Context: an optimization exercise on an open-source flow, tuned for small area, a short achievable clock period and few clock cycles per item. The choices shown serve that exercise and are no tape-out recipe.
Function was checked by simulation only, so behaviour that the tests miss may differ from the original.

==> exp/pepper <==
## cordic_final
module cordic_final (
    input  wire        clk,
    input  wire        rst_n,
    input  wire        start,
    input  wire [31:0] x_in,
    input  wire        func_select,
    output wire        busy,
    output reg         done,
    output wire [32:0] result
);
    assign busy = 1'b0;
    reg [15:0] xr; reg fs0;
    always @(posedge clk) begin xr <= x_in[15:0]; fs0 <= func_select; end
    wire signed [15:0] z0 = fs0 ? xr : {xr[15], xr[15:1]};
    wire d0 = ~z0[15];
    reg d1;
    always @(*) begin
        case ({d0})
            1'd0: d1 = (z0 >= -16'sd9000);
            1'd1: d1 = (z0 >= 16'sd9000);
        endcase
    end
    reg d2;
    always @(*) begin
        case ({d0,d1})
            2'd0: d2 = (z0 >= -16'sd13185);
            2'd1: d2 = (z0 >= -16'sd4815);
            2'd2: d2 = (z0 >= 16'sd4815);
            2'd3: d2 = (z0 >= 16'sd13185);
        endcase
    end
    reg d3;
    always @(*) begin
        case ({d0,d1,d2})
            3'd0: d3 = (z0 >= -16'sd15244);
            3'd1: d3 = (z0 >= -16'sd11126);
            3'd2: d3 = (z0 >= -16'sd6874);
            3'd3: d3 = (z0 >= -16'sd2756);
            3'd4: d3 = (z0 >= 16'sd2756);
            3'd5: d3 = (z0 >= 16'sd6874);
            3'd6: d3 = (z0 >= 16'sd11126);
            3'd7: d3 = (z0 >= 16'sd15244);
        endcase
    end
    reg signed [16:0] t4;
    always @(*) begin
        case ({d0,d1,d2,d3})
            4'd0: t4 = 17'sd16269;
            4'd1: t4 = 17'sd14219;
            4'd2: t4 = 17'sd12151;
            4'd3: t4 = 17'sd10101;
            4'd4: t4 = 17'sd7899;
            4'd5: t4 = 17'sd5849;
            4'd6: t4 = 17'sd3781;
            4'd7: t4 = 17'sd1731;
            4'd8: t4 = -17'sd1731;
            4'd9: t4 = -17'sd3781;
            4'd10: t4 = -17'sd5849;
            4'd11: t4 = -17'sd7899;
            4'd12: t4 = -17'sd10101;
            4'd13: t4 = -17'sd12151;
  ...
Settings: LEC_CHECK=0, CAP_MARGIN=20, CORE_MARGIN=2, CORE_UTILIZATION=40, SETUP_SLACK_MARGIN=5, SLEW_MARGIN=20; clock period 12.0 ns.
run.sh (not shown) runs the stock make flow with config.mk's settings and CLKGATE_MAP_FILE= SYNTH_SCRIPT=/design/flow/synth_recipe.tcl, a recipe that flattens the netlist after the stock synthesis.
==> exp/onyx (differences from exp/pepper) <==
--- a/flow/config.mk
+++ b/flow/config.mk
@@ -8,5 +8,4 @@
 export CAP_MARGIN = 20
 export CORE_MARGIN = 2
 export CORE_UTILIZATION = 40
-export SETUP_SLACK_MARGIN = 5
 export SLEW_MARGIN = 20
==> run summary <==
| item | exp/pepper | exp/onyx |
|---|---|---|
| Buffers plus inverters on the worst setup path | 1 | 3 |
| Met1 layer wirelength in the final routing | 52040 µm | 52290 µm |
| Non-clock buffer total of the final layout | 84 | 71 |
| Area grow syn2layout | 8.376% | 7.548% |
| Status | no timing/DRC/antenna violations | no timing/DRC/antenna violations |
| Layout cells sized above 1 | 0.04713 | 0.03082 |
| Fin crit period | 6.739 ns | 8.081 ns |
| Number of global-route vias before repair | 39393 | 39389 |
| Final clock-cell share | 0.02954 | 0.02976 |
| Worst Setup SP | omr8[11] | fs0 |
| Critical path destination | res[13] | z4r[16] |
| Data arrival, critical path | 7.24 ns | 8.60 ns |
Testbench counts of exp/pepper, summed over its fixed seeds: cycles 2,120, items 2,048.
Testbench counts of exp/onyx, summed over its fixed seeds: cycles 2,120, items 2,048.

==> 07-21 <==
Another version of the RTL of cordic_final (not shown whole).
Settings: LEC_CHECK=0, CAP_MARGIN=20, CORE_MARGIN=2, CORE_UTILIZATION=40, SLEW_MARGIN=20; clock period 12.0 ns.
standard.sh (not shown) runs the stock make flow with config.mk's settings and CLKGATE_MAP_FILE= SYNTH_SCRIPT=/design/flow/synth_recipe.tcl, a recipe that flattens the netlist after the stock synthesis.
==> flow/flow/run.sh <==
#!/bin/bash
set -euo pipefail
bash standard.sh SETUP_SLACK_MARGIN=7.8 finish > standard_flow.log 2>&1
==> 03-28 (differences from 07-21) <==
--- a/flow/design.v
+++ b/flow/design.v
@@ -52,118 +52,118 @@
     wire [14:0] xt = (d04[4] ? (d04[3] ? (d04[2] ? (d04[1] ? (d04[0] ? 15'd26407 : 15'd24017) : (d04[0] ? 15'd24017 : 15'd22003)) : (d04[1] ? (d04[0] ? 15'd21989 : 15'd20323) : (d04[0] ? 15'd20323 : 15'd18977))) : (d04[2] ? (d04[1] ? (d04[0] ? 15'd18887 : 15'd17859) : (d04[0] ? 15'd17859 : 15'd17111)) : (d04[1] ? (d04[0] ? 15'd17105 : 15'd16627) : (d04[0] ? 15'd16628 : 15'd16412)))) : (d04[3] ? (d04[2] ? (d04[1] ? (d04[0] ? 15'd16409 : 15'd16627) : (d04[0] ? 15'd16626 : 15'd17106)) : (d04[1] ? (d04[0] ? 15'd17110 : 15'd17860) : (d04[0] ? 15'd17860 : 15'd18890))) : (d04[2] ? (d04[1] ? (d04[0] ? 15'd18974 : 15'd20322) : (d04[0] ? 15'd20322 : 15'd21990)) : (d04[1] ? (d04[0] ? 15'd22002 : 15'd24018) : (d04[0] ? 15'd24018 : 15'd26410)))));
     wire [15:0] yt = (d04[4] ? (d04[3] ? (d04[2] ? (d04[1] ? (d04[0] ? 16'd20701 : 16'd17551) : (d04[0] ? 16'd17552 : 16'd14676)) : (d04[1] ? (d04[0] ? 16'd14653 : 16'd12009) : (d04[0] ? 16'd12009 : 16'd9553))) : (d04[2] ? (d04[1] ? (d04[0] ? 16'd9377 : 16'd7081) : (d04[0] ? 16'd7081 : 16'd4897)) : (d04[1] ? (d04[0] ? 16'd4880 : 16'd2772) : (d04[0] ? 16'd2772 : 16'd708)))) : (d04[3] ? (d04[2] ? (d04[1] ? (d04[0] ? 16'd64828 : 16'd62764) : (d04[0] ? 16'd62764 : 16'd60656)) : (d04[1] ? (d04[0] ? 16'd60639 : 16'd58455) : (d04[0] ? 16'd58455 : 16'd56159))) : (d04[2] ? (d04[1] ? (d04[0] ? 16'd55983 : 16'd53527) : (d04[0] ? 16'd53527 : 16'd50883)) : (d04[1] ? (d04[0] ? 16'd50861 : 16'd47985) : (d04[0] ? 16'd47984 : 16'd44834)))));
     reg [10:0] dq;
     always @(posedge clk) dq <= dr;
     reg [14:0] xq;
     always @(posedge clk) xq <= xt;
     reg [15:0] yq;
-    always @(posedge clk) yq <= yt;
+    always @(posedge clk) yq <= yt ^ {16{~dr[10]}};
     wire [15:0] ysh5 = {{5{yq[15]}}, yq[15:5]};
     wire [15:0] xsh5 = {6'd0, xq[14:5]};
-    wire [15:0] xn6 = {1'b0, xq} + (ysh5 ^ {16{~dq[10]}}) + {15'd0, ~dq[10]};
-    wire [15:0] yn6 = yq + (xsh5 ^ {16{~dq[10]}}) + {15'd0, ~dq[10]};
+    wire [15:0] xn6 = {1'b0, xq} + ysh5 + {15'd0, ~dq[10]};
+    wire [15:0] yn6 = (yq + xsh5) ^ {16{dq[10] ^ dq[9]}};
     reg [14:0] xs6;
     always @(posedge clk) xs6 <= xn6[14:0];
     reg [15:0] ys6;
     always @(posedge clk) ys6 <= yn6;
     reg [10:0] dq_p4;
     always @(posedge clk) dq_p4 <= dq;
     wire [15:0] ysh6 = {{6{ys6[15]}}, ys6[15:6]};
     wire [15:0] xsh6 = {7'd0, xs6[14:6]};
-    wire [15:0] xn7 = {1'b0, xs6} + (ysh6 ^ {16{~dq_p4[9]}}) + {15'd0, ~dq_p4[9]};
-    wire [15:0] yn7 = ys6 + (xsh6 ^ {16{~dq_p4[9]}}) + {15'd0, ~dq_p4[9]};
+    wire [15:0] xn7 = {1'b0, xs6} + ysh6 + {15'd0, ~dq_p4[9]};
+    wire [15:0] yn7 = (ys6 + xsh6) ^ {16{dq_p4[9] ^ dq_p4[8]}};
     reg [14:0] xs7;
     always @(posedge clk) xs7 <= xn7[14:0];
     reg [15:0] ys7;
     always @(posedge clk) ys7 <= yn7;
     reg [10:0] dq_p5;
     always @(posedge clk) dq_p5 <= dq_p4;
     wire [15:0] ysh7 = {{7{ys7[15]}}, ys7[15:7]};
     wire [15:0] xsh7 = {8'd0, xs7[14:7]};
-    wire [15:0] xn8 = {1'b0, xs7} + (ysh7 ^ {16{~dq_p5[8]}}) + {15'd0, ~dq_p5[8]};
-    wire [15:0] yn8 = ys7 + (xsh7 ^ {16{~dq_p5[8]}}) + {15'd0, ~dq_p5[8]};
+    wire [15:0] xn8 = {1'b0, xs7} + ysh7 + {15'd0, ~dq_p5[8]};
+    wire [15:0] yn8 = (ys7 + xsh7) ^ {16{dq_p5[8] ^ dq_p5[7]}};
     reg [14:0] xs8;
     always @(posedge clk) xs8 <= xn8[14:0];
     reg [15:0] ys8;
     always @(posedge clk) ys8 <= yn8;
     reg [10:0] dq_p6;
     always @(posedge clk) dq_p6 <= dq_p5;
     wire [15:0] ysh8 = {{8{ys8[15]}}, ys8[15:8]};
     wire [15:0] xsh8 = {9'd0, xs8[14:8]};
-    wire [15:0] xn9 = {1'b0, xs8} + (ysh8 ^ {16{~dq_p6[7]}}) + {15'd0, ~dq_p6[7]};
-    wire [15:0] yn9 = ys8 + (xsh8 ^ {16{~dq_p6[7]}}) + {15'd0, ~dq_p6[7]};
+    wire [15:0] xn9 = {1'b0, xs8} + ysh8 + {15'd0, ~dq_p6[7]};
+    wire [15:0] yn9 = (ys8 + xsh8) ^ {16{dq_p6[7] ^ dq_p6[6]}};
     reg [14:0] xs9;
     always @(posedge clk) xs9 <= xn9[14:0];
     reg [15:0] ys9;
     always @(posedge clk) ys9 <= yn9;
     reg [10:0] dq_p7;
     always @(posedge clk) dq_p7 <= dq_p6;
     wire [15:0] ysh9 = {{9{ys9[15]}}, ys9[15:9]};
     wire [15:0] xsh9 = {10'd0, xs9[14:9]};
-    wire [15:0] xn10 = {1'b0, xs9} + (ysh9 ^ {16{~dq_p7[6]}}) + {15'd0, ~dq_p7[6]};
-    wire [15:0] yn10 = ys9 + (xsh9 ^ {16{~dq_p7[6]}}) + {15'd0, ~dq_p7[6]};
+    wire [15:0] xn10 = {1'b0, xs9} + ysh9 + {15'd0, ~dq_p7[6]};
+    wire [15:0] yn10 = (ys9 + xsh9) ^ {16{dq_p7[6] ^ dq_p7[5]}};
     reg [14:0] xs10;
     always @(posedge clk) xs10 <= xn10[14:0];
     reg [15:0] ys10;
     always @(posedge clk) ys10 <= yn10;
     reg [10:0] dq_p8;
     always @(posedge clk) dq_p8 <= dq_p7;
     wire [15:0] ysh10 = {{10{ys10[15]}}, ys10[15:10]};
     wire [15:0] xsh10 = {11'd0, xs10[14:10]};
-    wire [15:0] xn11 = {1'b0, xs10} + (ysh10 ^ {16{~dq_p8[5]}}) + {15'd0, ~dq_p8[5]};
-    wire [15:0] yn11 = ys10 + (xsh10 ^ {16{~dq_p8[5]}}) + {15'd0, ~dq_p8[5]};
+    wire [15:0] xn11 = {1'b0, xs10} + ysh10 + {15'd0, ~dq_p8[5]};
+    wire [15:0] yn11 = (ys10 + xsh10) ^ {16{dq_p8[5] ^ dq_p8[4]}};
     reg [14:0] xs11;
     always @(posedge clk) xs11 <= xn11[14:0];
     reg [15:0] ys11;
     always @(posedge clk) ys11 <= yn11;
     reg [10:0] dq_p9;
     always @(posedge clk) dq_p9 <= dq_p8;
     wire [15:0] ysh11 = {{11{ys11[15]}}, ys11[15:11]};
     wire [15:0] xsh11 = {12'd0, xs11[14:11]};
-    wire [15:0] xn12 = {1'b0, xs11} + (ysh11 ^ {16{~dq_p9[4]}}) + {15'd0, ~dq_p9[4]};
-    wire [15:0] yn12 = ys11 + (xsh11 ^ {16{~dq_p9[4]}}) + {15'd0, ~dq_p9[4]};
+    wire [15:0] xn12 = {1'b0, xs11} + ysh11 + {15'd0, ~dq_p9[4]};
+    wire [15:0] yn12 = (ys11 + xsh11) ^ {16{dq_p9[4] ^ dq_p9[3]}};
     reg [14:0] xs12;
     always @(posedge clk) xs12 <= xn12[14:0];
     reg [15:0] ys12;
     always @(posedge clk) ys12 <= yn12;
     reg [10:0] dq_p10;
     always @(posedge clk) dq_p10 <= dq_p9;
     wire [15:0] ysh12 = {{12{ys12[15]}}, ys12[15:12]};
     wire [15:0] xsh12 = {13'd0, xs12[14:12]};
-    wire [15:0] xn13 = {1'b0, xs12} + (ysh12 ^ {16{~dq_p10[3]}}) + {15'd0, ~dq_p10[3]};
-    wire [15:0] yn13 = ys12 + (xsh12 ^ {16{~dq_p10[3]}}) + {15'd0, ~dq_p10[3]};
+    wire [15:0] xn13 = {1'b0, xs12} + ysh12 + {15'd0, ~dq_p10[3]};
+    wire [15:0] yn13 = (ys12 + xsh12) ^ {16{dq_p10[3] ^ dq_p10[2]}};
     reg [14:0] xs13;
     always @(posedge clk) xs13 <= xn13[14:0];
     reg [15:0] ys13;
     always @(posedge clk) ys13 <= yn13;
     reg [10:0] dq_p11;
     always @(posedge clk) dq_p11 <= dq_p10;
     wire [15:0] ysh13 = {{13{ys13[15]}}, ys13[15:13]};
     wire [15:0] xsh13 = {14'd0, xs13[14:13]};
-    wire [15:0] xn14 = {1'b0, xs13} + (ysh13 ^ {16{~dq_p11[2]}}) + {15'd0, ~dq_p11[2]};
-    wire [15:0] yn14 = ys13 + (xsh13 ^ {16{~dq_p11[2]}}) + {15'd0, ~dq_p11[2]};
+    wire [15:0] xn14 = {1'b0, xs13} + ysh13 + {15'd0, ~dq_p11[2]};
+    wire [15:0] yn14 = (ys13 + xsh13) ^ {16{dq_p11[2] ^ dq_p11[1]}};
     reg [14:0] xs14;
     always @(posedge clk) xs14 <= xn14[14:0];
     reg [15:0] ys14;
     always @(posedge clk) ys14 <= yn14;
     reg [10:0] dq_p12;
     always @(posedge clk) dq_p12 <= dq_p11;
     wire [15:0] ysh14 = {{13{ys14[15]}}, ys14[15:13]};
     wire [15:0] xsh14 = {14'd0, xs14[14:13]};
-    wire [15:0] xn15 = {1'b0, xs14} + (ysh14 ^ {16{~dq_p12[1]}}) + {15'd0, ~dq_p12[1]};
-    wire [15:0] yn15 = ys14 + (xsh14 ^ {16{~dq_p12[1]}}) + {15'd0, ~dq_p12[1]};
+    wire [15:0] xn15 = {1'b0, xs14} + ysh14 + {15'd0, ~dq_p12[1]};
+    wire [15:0] yn15 = (ys14 + xsh14) ^ {16{dq_p12[1] ^ dq_p12[0]}};
     reg [14:0] xs15;
     always @(posedge clk) xs15 <= xn15[14:0];
     reg [15:0] ys15;
     always @(posedge clk) ys15 <= yn15;
     reg [10:0] dq_p13;
     always @(posedge clk) dq_p13 <= dq_p12;
     wire [15:0] ysh15 = {{14{ys15[15]}}, ys15[15:14]};
     wire [15:0] xsh15 = {15'd0, xs15[14:14]};
-    wire [15:0] yn16 = ys15 + (xsh15 ^ {16{~dq_p13[0]}}) + {15'd0, ~dq_p13[0]};
+    wire [15:0] yn16 = (ys15 + xsh15) ^ {16{~dq_p13[0]}};
     reg [15:0] ys16;
     always @(posedge clk) ys16 <= yn16;
     wire sq_1 = zv[0] & zv[1];
     wire sq_2 = zv[0] & zv[2];
     wire sq_3 = zv[0] & zv[3];
     wire sq_4 = zv[0] & zv[4];
     wire sq_5 = zv[0] & zv[5];
==> flow/flow/run.sh (replaced) <==
#!/bin/bash
set -euo pipefail
bash standard.sh SETUP_SLACK_MARGIN=8.2 finish > standard_flow.log 2>&1
==> 07-07 (differences from 07-21) <==
--- a/flow/design.v
+++ b/flow/design.v
@@ -52,118 +52,118 @@
     wire [14:0] xt = (d04[4] ? (d04[3] ? (d04[2] ? (d04[1] ? (d04[0] ? 15'd26407 : 15'd24017) : (d04[0] ? 15'd24017 : 15'd22003)) : (d04[1] ? (d04[0] ? 15'd21989 : 15'd20323) : (d04[0] ? 15'd20323 : 15'd18977))) : (d04[2] ? (d04[1] ? (d04[0] ? 15'd18887 : 15'd17859) : (d04[0] ? 15'd17859 : 15'd17111)) : (d04[1] ? (d04[0] ? 15'd17105 : 15'd16627) : (d04[0] ? 15'd16628 : 15'd16412)))) : (d04[3] ? (d04[2] ? (d04[1] ? (d04[0] ? 15'd16409 : 15'd16627) : (d04[0] ? 15'd16626 : 15'd17106)) : (d04[1] ? (d04[0] ? 15'd17110 : 15'd17860) : (d04[0] ? 15'd17860 : 15'd18890))) : (d04[2] ? (d04[1] ? (d04[0] ? 15'd18974 : 15'd20322) : (d04[0] ? 15'd20322 : 15'd21990)) : (d04[1] ? (d04[0] ? 15'd22002 : 15'd24018) : (d04[0] ? 15'd24018 : 15'd26410)))));
     wire [15:0] yt = (d04[4] ? (d04[3] ? (d04[2] ? (d04[1] ? (d04[0] ? 16'd20701 : 16'd17551) : (d04[0] ? 16'd17552 : 16'd14676)) : (d04[1] ? (d04[0] ? 16'd14653 : 16'd12009) : (d04[0] ? 16'd12009 : 16'd9553))) : (d04[2] ? (d04[1] ? (d04[0] ? 16'd9377 : 16'd7081) : (d04[0] ? 16'd7081 : 16'd4897)) : (d04[1] ? (d04[0] ? 16'd4880 : 16'd2772) : (d04[0] ? 16'd2772 : 16'd708)))) : (d04[3] ? (d04[2] ? (d04[1] ? (d04[0] ? 16'd64828 : 16'd62764) : (d04[0] ? 16'd62764 : 16'd60656)) : (d04[1] ? (d04[0] ? 16'd60639 : 16'd58455) : (d04[0] ? 16'd58455 : 16'd56159))) : (d04[2] ? (d04[1] ? (d04[0] ? 16'd55983 : 16'd53527) : (d04[0] ? 16'd53527 : 16'd50883)) : (d04[1] ? (d04[0] ? 16'd50861 : 16'd47985) : (d04[0] ? 16'd47984 : 16'd44834)))));
     reg [10:0] dq;
     always @(posedge clk) dq <= dr;
     reg [14:0] xq;
     always @(posedge clk) xq <= xt;
     reg [15:0] yq;
-    always @(posedge clk) yq <= yt;
+    always @(posedge clk) yq <= yt ^ {16{~dr[10]}};
     wire [15:0] ysh5 = {{5{yq[15]}}, yq[15:5]};
     wire [15:0] xsh5 = {6'd0, xq[14:5]};
-    wire [15:0] xn6 = {1'b0, xq} + (ysh5 ^ {16{~dq[10]}}) + {15'd0, ~dq[10]};
-    wire [15:0] yn6 = yq + (xsh5 ^ {16{~dq[10]}}) + {15'd0, ~dq[10]};
+    wire [15:0] xn6 = {1'b0, xq} + ysh5 + {15'd0, ~dq[10]};
+    wire [15:0] yn6 = (yq + xsh5) ^ {16{dq[10] ^ dq[9]}};
     reg [14:0] xs6;
     always @(posedge clk) xs6 <= xn6[14:0];
     reg [15:0] ys6;
     always @(posedge clk) ys6 <= yn6;
     reg [10:0] dq_p4;
     always @(posedge clk) dq_p4 <= dq;
     wire [15:0] ysh6 = {{6{ys6[15]}}, ys6[15:6]};
     wire [15:0] xsh6 = {7'd0, xs6[14:6]};
-    wire [15:0] xn7 = {1'b0, xs6} + (ysh6 ^ {16{~dq_p4[9]}}) + {15'd0, ~dq_p4[9]};
-    wire [15:0] yn7 = ys6 + (xsh6 ^ {16{~dq_p4[9]}}) + {15'd0, ~dq_p4[9]};
+    wire [15:0] xn7 = {1'b0, xs6} + ysh6 + {15'd0, ~dq_p4[9]};
+    wire [15:0] yn7 = (ys6 + xsh6) ^ {16{dq_p4[9] ^ dq_p4[8]}};
     reg [14:0] xs7;
     always @(posedge clk) xs7 <= xn7[14:0];
     reg [15:0] ys7;
     always @(posedge clk) ys7 <= yn7;
     reg [10:0] dq_p5;
     always @(posedge clk) dq_p5 <= dq_p4;
     wire [15:0] ysh7 = {{7{ys7[15]}}, ys7[15:7]};
     wire [15:0] xsh7 = {8'd0, xs7[14:7]};
-    wire [15:0] xn8 = {1'b0, xs7} + (ysh7 ^ {16{~dq_p5[8]}}) + {15'd0, ~dq_p5[8]};
-    wire [15:0] yn8 = ys7 + (xsh7 ^ {16{~dq_p5[8]}}) + {15'd0, ~dq_p5[8]};
+    wire [15:0] xn8 = {1'b0, xs7} + ysh7 + {15'd0, ~dq_p5[8]};
+    wire [15:0] yn8 = (ys7 + xsh7) ^ {16{dq_p5[8] ^ dq_p5[7]}};
     reg [14:0] xs8;
     always @(posedge clk) xs8 <= xn8[14:0];
     reg [15:0] ys8;
     always @(posedge clk) ys8 <= yn8;
     reg [10:0] dq_p6;
     always @(posedge clk) dq_p6 <= dq_p5;
     wire [15:0] ysh8 = {{8{ys8[15]}}, ys8[15:8]};
     wire [15:0] xsh8 = {9'd0, xs8[14:8]};
-    wire [15:0] xn9 = {1'b0, xs8} + (ysh8 ^ {16{~dq_p6[7]}}) + {15'd0, ~dq_p6[7]};
-    wire [15:0] yn9 = ys8 + (xsh8 ^ {16{~dq_p6[7]}}) + {15'd0, ~dq_p6[7]};
+    wire [15:0] xn9 = {1'b0, xs8} + ysh8 + {15'd0, ~dq_p6[7]};
+    wire [15:0] yn9 = (ys8 + xsh8) ^ {16{dq_p6[7] ^ dq_p6[6]}};
     reg [14:0] xs9;
     always @(posedge clk) xs9 <= xn9[14:0];
     reg [15:0] ys9;
     always @(posedge clk) ys9 <= yn9;
     reg [10:0] dq_p7;
     always @(posedge clk) dq_p7 <= dq_p6;
     wire [15:0] ysh9 = {{9{ys9[15]}}, ys9[15:9]};
     wire [15:0] xsh9 = {10'd0, xs9[14:9]};
-    wire [15:0] xn10 = {1'b0, xs9} + (ysh9 ^ {16{~dq_p7[6]}}) + {15'd0, ~dq_p7[6]};
-    wire [15:0] yn10 = ys9 + (xsh9 ^ {16{~dq_p7[6]}}) + {15'd0, ~dq_p7[6]};
+    wire [15:0] xn10 = {1'b0, xs9} + ysh9 + {15'd0, ~dq_p7[6]};
+    wire [15:0] yn10 = (ys9 + xsh9) ^ {16{dq_p7[6] ^ dq_p7[5]}};
     reg [14:0] xs10;
     always @(posedge clk) xs10 <= xn10[14:0];
     reg [15:0] ys10;
     always @(posedge clk) ys10 <= yn10;
     reg [10:0] dq_p8;
     always @(posedge clk) dq_p8 <= dq_p7;
     wire [15:0] ysh10 = {{10{ys10[15]}}, ys10[15:10]};
     wire [15:0] xsh10 = {11'd0, xs10[14:10]};
-    wire [15:0] xn11 = {1'b0, xs10} + (ysh10 ^ {16{~dq_p8[5]}}) + {15'd0, ~dq_p8[5]};
-    wire [15:0] yn11 = ys10 + (xsh10 ^ {16{~dq_p8[5]}}) + {15'd0, ~dq_p8[5]};
+    wire [15:0] xn11 = {1'b0, xs10} + ysh10 + {15'd0, ~dq_p8[5]};
+    wire [15:0] yn11 = (ys10 + xsh10) ^ {16{dq_p8[5] ^ dq_p8[4]}};
     reg [14:0] xs11;
     always @(posedge clk) xs11 <= xn11[14:0];
     reg [15:0] ys11;
     always @(posedge clk) ys11 <= yn11;
     reg [10:0] dq_p9;
     always @(posedge clk) dq_p9 <= dq_p8;
     wire [15:0] ysh11 = {{11{ys11[15]}}, ys11[15:11]};
     wire [15:0] xsh11 = {12'd0, xs11[14:11]};
-    wire [15:0] xn12 = {1'b0, xs11} + (ysh11 ^ {16{~dq_p9[4]}}) + {15'd0, ~dq_p9[4]};
-    wire [15:0] yn12 = ys11 + (xsh11 ^ {16{~dq_p9[4]}}) + {15'd0, ~dq_p9[4]};
+    wire [15:0] xn12 = {1'b0, xs11} + ysh11 + {15'd0, ~dq_p9[4]};
+    wire [15:0] yn12 = (ys11 + xsh11) ^ {16{dq_p9[4] ^ dq_p9[3]}};
     reg [14:0] xs12;
     always @(posedge clk) xs12 <= xn12[14:0];
     reg [15:0] ys12;
     always @(posedge clk) ys12 <= yn12;
     reg [10:0] dq_p10;
     always @(posedge clk) dq_p10 <= dq_p9;
     wire [15:0] ysh12 = {{12{ys12[15]}}, ys12[15:12]};
     wire [15:0] xsh12 = {13'd0, xs12[14:12]};
-    wire [15:0] xn13 = {1'b0, xs12} + (ysh12 ^ {16{~dq_p10[3]}}) + {15'd0, ~dq_p10[3]};
-    wire [15:0] yn13 = ys12 + (xsh12 ^ {16{~dq_p10[3]}}) + {15'd0, ~dq_p10[3]};
+    wire [15:0] xn13 = {1'b0, xs12} + ysh12 + {15'd0, ~dq_p10[3]};
+    wire [15:0] yn13 = (ys12 + xsh12) ^ {16{dq_p10[3] ^ dq_p10[2]}};
     reg [14:0] xs13;
     always @(posedge clk) xs13 <= xn13[14:0];
     reg [15:0] ys13;
     always @(posedge clk) ys13 <= yn13;
     reg [10:0] dq_p11;
     always @(posedge clk) dq_p11 <= dq_p10;
     wire [15:0] ysh13 = {{13{ys13[15]}}, ys13[15:13]};
     wire [15:0] xsh13 = {14'd0, xs13[14:13]};
-    wire [15:0] xn14 = {1'b0, xs13} + (ysh13 ^ {16{~dq_p11[2]}}) + {15'd0, ~dq_p11[2]};
-    wire [15:0] yn14 = ys13 + (xsh13 ^ {16{~dq_p11[2]}}) + {15'd0, ~dq_p11[2]};
+    wire [15:0] xn14 = {1'b0, xs13} + ysh13 + {15'd0, ~dq_p11[2]};
+    wire [15:0] yn14 = (ys13 + xsh13) ^ {16{dq_p11[2] ^ dq_p11[1]}};
     reg [14:0] xs14;
     always @(posedge clk) xs14 <= xn14[14:0];
     reg [15:0] ys14;
     always @(posedge clk) ys14 <= yn14;
     reg [10:0] dq_p12;
     always @(posedge clk) dq_p12 <= dq_p11;
     wire [15:0] ysh14 = {{13{ys14[15]}}, ys14[15:13]};
     wire [15:0] xsh14 = {14'd0, xs14[14:13]};
-    wire [15:0] xn15 = {1'b0, xs14} + (ysh14 ^ {16{~dq_p12[1]}}) + {15'd0, ~dq_p12[1]};
-    wire [15:0] yn15 = ys14 + (xsh14 ^ {16{~dq_p12[1]}}) + {15'd0, ~dq_p12[1]};
+    wire [15:0] xn15 = {1'b0, xs14} + ysh14 + {15'd0, ~dq_p12[1]};
+    wire [15:0] yn15 = (ys14 + xsh14) ^ {16{dq_p12[1] ^ dq_p12[0]}};
     reg [14:0] xs15;
     always @(posedge clk) xs15 <= xn15[14:0];
     reg [15:0] ys15;
     always @(posedge clk) ys15 <= yn15;
     reg [10:0] dq_p13;
     always @(posedge clk) dq_p13 <= dq_p12;
     wire [15:0] ysh15 = {{14{ys15[15]}}, ys15[15:14]};
     wire [15:0] xsh15 = {15'd0, xs15[14:14]};
-    wire [15:0] yn16 = ys15 + (xsh15 ^ {16{~dq_p13[0]}}) + {15'd0, ~dq_p13[0]};
+    wire [15:0] yn16 = (ys15 + xsh15) ^ {16{~dq_p13[0]}};
     reg [15:0] ys16;
     always @(posedge clk) ys16 <= yn16;
     wire sq_1 = zv[0] & zv[1];
     wire sq_2 = zv[0] & zv[2];
     wire sq_3 = zv[0] & zv[3];
     wire sq_4 = zv[0] & zv[4];
     wire sq_5 = zv[0] & zv[5];
==> flow/flow/run.sh (replaced) <==
#!/bin/bash
set -euo pipefail
bash standard.sh SETUP_SLACK_MARGIN=8.2 finish > standard_flow.log 2>&1
Settings changed: CORE_UTILIZATION 40 to 70, CTS_CLUSTER_DIAMETER set to 80, CTS_CLUSTER_SIZE set to 28.
==> run summary <==
item	07-21	03-28	07-07
Run status	no timing/DRC/antenna violations	no timing/DRC/antenna violations	no timing/DRC/antenna violations
Detailed Route Iter0 Violations	1347	1467	1664
Final cell area excluding filler cells	0.0521 mm²	0.0506 mm²	0.0480 mm²
Area of placed instances	0.0488 mm²	0.0472 mm²	0.0463 mm²
Worst Setup Slack post-DPL	7670 ps	7240 ps	7360 ps
Terminating pin of the worst hold path	fsr_p3$_DFF_P_	fsr_p4$_DFF_P_	fsr_p13$_DFF_P_
Average size of a mapped cell	10.6 µm²	10.8 µm²	10.8 µm²
Total number of multi-input combinational cells	3112	2948	2947
Via Count	29900	28300	28300
Number of stages on the worst setup path	1	2	2
Inverter count of the layout excluding clock inverters	299	208	208
Worst-case setup margin in the final layout	7960 ps	8310 ps	8240 ps
Share of Yosys cell area claimed by the top area cell type	36.2%	37.4%	37.4%
Count of placed standard cells in the final layout, fillers left out	6049	5755	5011
Share of layout cells above drive strength 1	6.10%	6.89%	4.45%
Floorplan die width	346 µm	341 µm	258 µm
Proportion of final cell area spent on non-clock buffers	1.39%	1.41%	1.39%
Clock buffer and inverter area fraction after layout	6.22%	6.20%	2.95%
Flop-to-flop setup slack	8040 ps	8410 ps	8360 ps
Area of the multi-input gates	0.0277 mm²	0.0267 mm²	0.0267 mm²
Buf+Inv Stages, Crit Path	1	2	2
Testbench counts of 07-21, summed over its fixed seeds: cycles 2,176, items 2,048.
Testbench counts of 03-28, summed over its fixed seeds: cycles 2,176, items 2,048.
Testbench counts of 07-07, summed over its fixed seeds: cycles 2,176, items 2,048.

## re-timing with driven ports
The results above use ideal ports. As a check the final layouts listed here were re-extracted and re-timed, cells and wires unchanged.
Step 1 (the two cells are an assumption about what drives the block):
set clk [get_ports {clk}]
set_driving_cell -lib_cell sky130_fd_sc_hd__clkbuf_16 $clk
set_driving_cell -lib_cell sky130_fd_sc_hd__buf_2 [delete_from_list [all_inputs] $clk]
Step 2 adds t to the input delays and takes it off the output delays; t is the mean of the earliest and latest rising clock arrival at the registers after step 1. Input paths then give back, and output paths get back, about the clock's delay inside the block.
Slacks: ideal / step 1 / step 2; pairs: ideal / step 1.
run	t (ns)	slack for setup (ns)	worst hold slack (ns)	slew at the worst register clock pin (ns)	cell pins on the clock port's net
exp/pepper	0.711	5.261 / 5.261 / 5.261	0.315 / 0.315 / 0.315	0.07 / 0.07	1
exp/onyx	0.709	3.919 / 3.919 / 3.919	0.315 / 0.315 / 0.315	0.07 / 0.07	1
07-21	0.713	7.962 / 7.893 / 8.045	0.313 / 0.313 / 0.313	0.07 / 0.07	1
03-28	0.712	8.311 / 8.249 / 8.156	0.310 / 0.310 / 0.310	0.07 / 0.07	1
07-07	0.660	8.236 / 8.170 / 8.144	0.325 / 0.325 / 0.325	0.10 / 0.10	1
After both steps every run listed still meets setup and hold. For 03-28, which loses most, drivers alone change the setup slack by -0.062 ns; drivers and shift together by -0.155 ns.
